Context: an optimization exercise on an open-source flow, tuned for small area. The choices shown serve that exercise and are no tape-out recipe.
At most, simulation tests tie the RTL to the original design; equivalence was not proved.
Power and IR drop assume default switching activity.

Setup of garnet:
// LedMatrix
module LedMatrix (
  output     [34:0]   io_col,
  output     [5:0]    io_row,
  input               bus_write,
  input      [6:0]    bus_address,
  input      [31:0]   bus_writeData,
  input               clk,
  input               reset
);
Size in the first run: roughly 2,900 cells after synthesis, about 1,400 flip-flops, ~83 I/O pins, roughly 52,000 um2 of cells after synthesis.
==> flow/config.mk <==
export PLATFORM = sky130hd
export DESIGN_NAME = LedMatrix
export DESIGN_NICKNAME = LedMatrix
export VERILOG_FILES = /design/flow/design.v
export SDC_FILE = /design/flow/constraint.sdc
export NUM_CORES = 4
export LEC_CHECK = 0
export CAP_MARGIN = 5
export CORE_MARGIN = 2
export CORE_UTILIZATION = 55
export CTS_BUF_LIST = sky130_fd_sc_hd__clkbuf_8 sky130_fd_sc_hd__clkbuf_16
export CTS_CLUSTER_DIAMETER = 100
export CTS_CLUSTER_SIZE = 18
export PLACE_DENSITY = 0.7
export SLEW_MARGIN = 5
==> flow/constraint.sdc <==
create_clock -name core_clock -period 10.0 [get_ports {clk}]
set_input_delay 2.0000 -clock core_clock [delete_from_list [all_inputs] [get_ports {clk}]]
set_output_delay 2.0000 -clock core_clock [all_outputs]
set_load 0.01 [all_outputs]
standard.sh (not shown) runs the stock make flow with config.mk's settings and CLKGATE_MAP_FILE= SYNTH_SCRIPT=/design/flow/synth_recipe.tcl, a recipe that flattens the netlist after the stock synthesis.
==> flow/flow/run.sh <==
#!/bin/bash
# The standard layout (standard.sh), with one change to synthesis: Yosys's abc call maps the
# combinational logic with flow/area.abc, an area-oriented script, in place of ORFS's speed
# script. Everything else in synth_recipe.tcl (and so every register) is as the standard
# synthesis makes it.
# Port buffers are buf_1 cells.
set -euo pipefail
W=$(pwd)
cat > "$W/own_synth.tcl" <<TCL
# synth_recipe.tcl, with the -script of every abc call pointing at flow/area.abc
proc abc {args} {
  set i [lsearch -exact \$args -script]
  if {\$i >= 0} { lset args [expr {\$i + 1}] $W/flow/area.abc }
  yosys abc {*}\$args
}
source $W/synth_recipe.tcl
TCL
sed "s|SYNTH_SCRIPT=[^ ]*|SYNTH_SCRIPT=$W/own_synth.tcl|" standard.sh > own_standard.sh
grep -q "SYNTH_SCRIPT=$W/own_synth.tcl" own_standard.sh
# port buffers: the smallest buffer (ORFS otherwise picks clkdlybuf4s50_1)
bash own_standard.sh "BUFFER_PORTS_ARGS=-buffer_cell sky130_fd_sc_hd__buf_1" finish > "$W/flow_make.log" 2>&1
==> flow/flow/area.abc <==
strash
&get -n
&dch
&nf -R 1000
&put
strash
&get -n
&dch
&nf -R 1000
&put
garnet finished every stage and its layout cleared the timing, DRC and antenna checks.
Input changes introduced in raven (baseline for comparison: garnet):
diff --git a/flow/config.mk b/flow/config.mk
--- a/flow/config.mk
+++ b/flow/config.mk
@@ -10,3 +10,3 @@
 export CORE_UTILIZATION = 55
-export CTS_BUF_LIST = sky130_fd_sc_hd__clkbuf_8 sky130_fd_sc_hd__clkbuf_16
+export CTS_BUF_LIST = sky130_fd_sc_hd__clkbuf_8
 export CTS_CLUSTER_DIAMETER = 100
==> results.txt <==
- Share of the cycle needed by the critical path after routing in raven is 1.2 points higher than in garnet
- Setup WNS garnet -> raven: worse
- Higher aggregate routed wire length was reported by garnet, not raven.
- On total vias in the final route, raven and garnet are basically level.
- Looking only at power, and setting everything else aside, the lower value of raven and garnet goes to raven.
- Proportion of cell area occupied by multi-input gates: raven vs garnet up 0.32 points
- Going from garnet to raven, the combinational share of power was found to have gone up by 0.4 points.
- Compared raven vs garnet, and share of total power consumed by net switching is up in raven.
The inputs of indigo differ from those of raven as listed below.
diff --git a/flow/config.mk b/flow/config.mk
--- a/flow/config.mk
+++ b/flow/config.mk
@@ -9,3 +9,3 @@
 export CORE_MARGIN = 2
-export CORE_UTILIZATION = 55
+export CORE_UTILIZATION = 48
 export CTS_BUF_LIST = sky130_fd_sc_hd__clkbuf_8
@@ -13,3 +13,3 @@
 export CTS_CLUSTER_SIZE = 18
-export PLACE_DENSITY = 0.7
+export PLACE_DENSITY = 0.65
 export SLEW_MARGIN = 5
--- outcome ---
Arrival time at the worst endpoint delta for indigo relative to raven: 40 ps higher
As far as buffering overhead is concerned, indigo and raven perform about the same.
Number of nets with antenna violations after routing: indigo vs raven identical
indigo and raven ended up with nearly the same power.
Here is what was changed in the inputs of fjord compared with indigo.
diff --git a/flow/config.mk b/flow/config.mk
--- a/flow/config.mk
+++ b/flow/config.mk
@@ -9,3 +9,3 @@
 export CORE_MARGIN = 2
-export CORE_UTILIZATION = 48
+export CORE_UTILIZATION = 65
 export CTS_BUF_LIST = sky130_fd_sc_hd__clkbuf_8
@@ -13,3 +13,3 @@
 export CTS_CLUSTER_SIZE = 18
-export PLACE_DENSITY = 0.65
+export PLACE_DENSITY = 0.75
 export SLEW_MARGIN = 5
Results
~same number of top-level pins in fjord and indigo
Non-clock buffer count was lower in the run labelled indigo.
Setup slack: fjord more than indigo
For number of standard cells in the layout, taps in and fillers out, dividing the value from indigo by the value from fjord gives 1.08.
Multi-input combinational area share of indigo is on par with fjord.
indigo reports its highest metal layer with signal wires as met5 while fjord reports met4.
Delta (fjord minus indigo): sequential cell area share increased 0.60 points; area after synthesis essentially unchanged.

* * *

## P
LedMatrix, a different RTL version from the one above (not shown whole).
Size: about 3,400 cells after synthesis, ~1,400 flip-flops, roughly 83 I/O pins, about 54,000 µm² of cells after synthesis.
make LEC_CHECK=0 CAP_MARGIN=20 CORE_MARGIN=2 CORE_UTILIZATION=40 CTS_BUF_LIST=sky130_fd_sc_hd__clkbuf_16 CTS_CLUSTER_DIAMETER=100 CTS_CLUSTER_SIZE=28 SLEW_MARGIN=20 finish   # period 10.0 ns
run.sh (not shown) runs the stock make flow with config.mk's settings and CLKGATE_MAP_FILE= SYNTH_SCRIPT=/design/flow/synth_recipe.tcl, a recipe that flattens the netlist after the stock synthesis.
Stock flow here: none of the scripts above is used.
## Diff of input files: Q against P
Settings: CTS_CLUSTER_SIZE now 20, was 28.
## What came out
Compared with P, Q shows a higher global-route usage.
Higher clock-buffer cell count goes to Q over P.
Routing usage on met1 of P is on par with Q.
| time the final worst path needs with I/O delays and setup | Q vs P | better |
Taking Q as 1.0, P lands at 0.70 on number of CTS-inserted buffers.
P -> Q: final cell count flat
Compared with P, Q shows number of global-route vias before repair that has gone up slightly.
Summary of the comparison: combinational power share is lower in Q, relative to P.
Input-level comparison between R and Q:
Settings: CTS_CLUSTER_DIAMETER: 100 -> unset; CTS_CLUSTER_SIZE: 20 -> unset; CTS_BUF_LIST: sky130_fd_sc_hd__clkbuf_16 -> unset.
Notes after the runs:
On R: final wirelength is 1200 µm higher than what Q gave. The run showing the smaller worst slack on hold paths is R. Summary: with Q as the reference, met2 wire length in R moved down slightly. Compared to Q, R has post-route cell area about 4% higher. Comparing register-to-register setup slack for Q and R, the bigger number came from R. Of Q and R, the run reporting the lower final critical path time including I/O delays and setup was Q. The utilization of R exceeds that of Q by 1.7 points. Share of total power in combinational logic: R lower than Q.

* * *

Setup of oak:
LedMatrix, a different RTL version from the one above (not shown whole).
Size in the first run: ~3000 cells after synthesis, ~1400 flip-flops, roughly 83 I/O pins, ~52000 um2 of cells after synthesis.
Settings: LEC_CHECK=0, CAP_MARGIN=20, CORE_MARGIN=2, CORE_UTILIZATION=55, CTS_BUF_LIST=sky130_fd_sc_hd__clkbuf_16, CTS_CLUSTER_DIAMETER=60, CTS_CLUSTER_SIZE=30, PLACE_DENSITY=0.7, SLEW_MARGIN=20; clock period 10.0 ns.
standard.sh (not shown) runs the stock make flow with config.mk's settings and CLKGATE_MAP_FILE= SYNTH_SCRIPT=/design/flow/synth_recipe.tcl, a recipe that flattens the netlist after the stock synthesis.
Scripts as last shown in full above: flow/flow/run.sh, flow/flow/area.abc
--- input diff oak..pine ---
Settings: swapping 30 for 28 in CTS_CLUSTER_SIZE; swapping 55 for 40 in CORE_UTILIZATION; swapping 60 for 100 in CTS_CLUSTER_DIAMETER; clearing PLACE_DENSITY, which used to be 0.7.
Notes after the runs:
pine did not stop at any stage, and its layout met the timing, DRC and antenna checks. oak -> pine: post-synthesis cell type count delta 0, exact match. The critical path's slowest cell comes out dfrtp_4 in one run and dfstp_4 in the other, namely in oak and pine respectively. Share of final-layout standard cells stronger than drive strength 1 down 1.6 points in pine wrt oak. Against oak as the reference, pine delivers a lower share of the cycle needed by the critical path after routing.
No run of this note included a check of the RTL's function; only the layout flow was run.

* * *

LedMatrix, a different RTL version from the one above (not shown whole).
Size in the first run: roughly 3000 cells after synthesis, ~1400 flip-flops, about 83 I/O pins, ~52000 µm² of cells after synthesis.
Settings: LEC_CHECK=0, CAP_MARGIN=5, CORE_MARGIN=2, CORE_UTILIZATION=55, CTS_BUF_LIST=sky130_fd_sc_hd__clkbuf_16, CTS_CLUSTER_DIAMETER=100, CTS_CLUSTER_SIZE=28, PLACE_DENSITY=0.7, SLEW_MARGIN=5; clock period 10.0 ns.
Scripts as last shown in full above: flow/flow/run.sh, flow/flow/area.abc
==> next run, changes <==
Settings changed: CAP_MARGIN 5 to 0, CORE_UTILIZATION 55 to 70, CTS_CLUSTER_SIZE 28 to 30, PLACE_DENSITY 0.7 to 0.8, SLEW_MARGIN 5 to 0.
With this change the flow completed and failed the layout checks on capacitance limit, slew limit.
Total power decreases by 0.66%.
Routed wire length decreases by 3.8%.
Register-to-register slack improved by 0.28 ns.
Non-clock buffer count decreases by 20.
Design area decreases by 0.91%.
First-iteration DRC count increases by 6.7%.
Maximum frequency decreases by 0.72%.
Die area decreases by 21%.
==> next run, changes <==
Settings changed: CAP_MARGIN 0 to 20, CORE_UTILIZATION 70 to 40, CTS_CLUSTER_SIZE 30 to 28, PLACE_DENSITY 0.8 to default, SLEW_MARGIN 0 to 20.
Now the flow finished clean.
Worst hold slack is worse by 0.010 ns.
Routed wire length rises by 7.0%.
Fmax is about the same.
Cell count rises by 20%.
==> next run, changes <==
Settings changed: CAP_MARGIN 20 to 5, CORE_UTILIZATION 40 to 55, CTS_BUF_LIST sky130_fd_sc_hd__clkbuf_16 to sky130_fd_sc_hd__clkbuf_8, CTS_CLUSTER_SIZE 28 to 18, PLACE_DENSITY from default to 0.7, SLEW_MARGIN 20 to 5.
Non-clock buffer count is lower by 36. Flip-flop and latch count stays the same. Count of clock-buffer cells in the layout increases by 34. Synthesized cell count does not change. Area after synthesis stays the same. Design area falls slightly. Total power drops by a few percent. Clock skew goes up by 0.023 ns. Die area went down by a quarter to a third. Worst setup slack loses 0.034 ns.

-- port drivers added, routing unchanged --
No port has a modelled driver above. Below, the same layouts with a new extraction and two added sets of constraints. Step 1, drivers: a clkbuf_16 drives clk and a buf_2 each remaining input, both assumed. Step 2 adds t to the input delays and takes it off the output delays; t is the mean of the earliest and latest rising clock arrival at the registers after step 1. Input paths then give back, and output paths get back, about the clock's delay inside the block. Three values: no drivers, after step 1, after step 2; two values: the first two.
run	t, ns	setup WS [ns]	worst setup path after step 2	clock arrival spread, ns	pins driven straight from the clock port
garnet	0.730	2.750 / 2.682 / 3.412	register to output	0.029 / 0.029	1
raven	0.826	2.630 / 2.559 / 3.385	register to output	0.049 / 0.049	1
indigo	0.809	2.590 / 2.528 / 3.337	register to output	0.039 / 0.039	1
fjord	0.801	2.611 / 2.543 / 3.344	register to output	0.028 / 0.029	1
P	0.773	2.795 / 2.724 / 2.850	input to register	0.029 / 0.028	1
Q	0.735	2.830 / 2.760 / 2.881	input to register	0.034 / 0.034	1
R	0.823	2.739 / 2.668 / 2.894	input to register	0.021 / 0.021	1
oak	0.742	2.645 / 2.577 / 3.319	register to output	0.045 / 0.045	1
pine	0.742	2.874 / 2.810 / 3.552	register to output	0.025 / 0.026	1
the first run of note 4	0.724	2.961 / 2.895 / 3.482	input to register	0.030 / 0.029	1
the second run of note 4	0.731	2.910 / 2.843 / 3.574	register to output	0.034 / 0.034	1
the third run of note 4	0.748	2.919 / 2.850 / 3.597	register to output	0.030 / 0.029	1
the fourth run of note 4	0.810	2.885 / 2.823 / 3.565	input to register	0.056 / 0.055	1
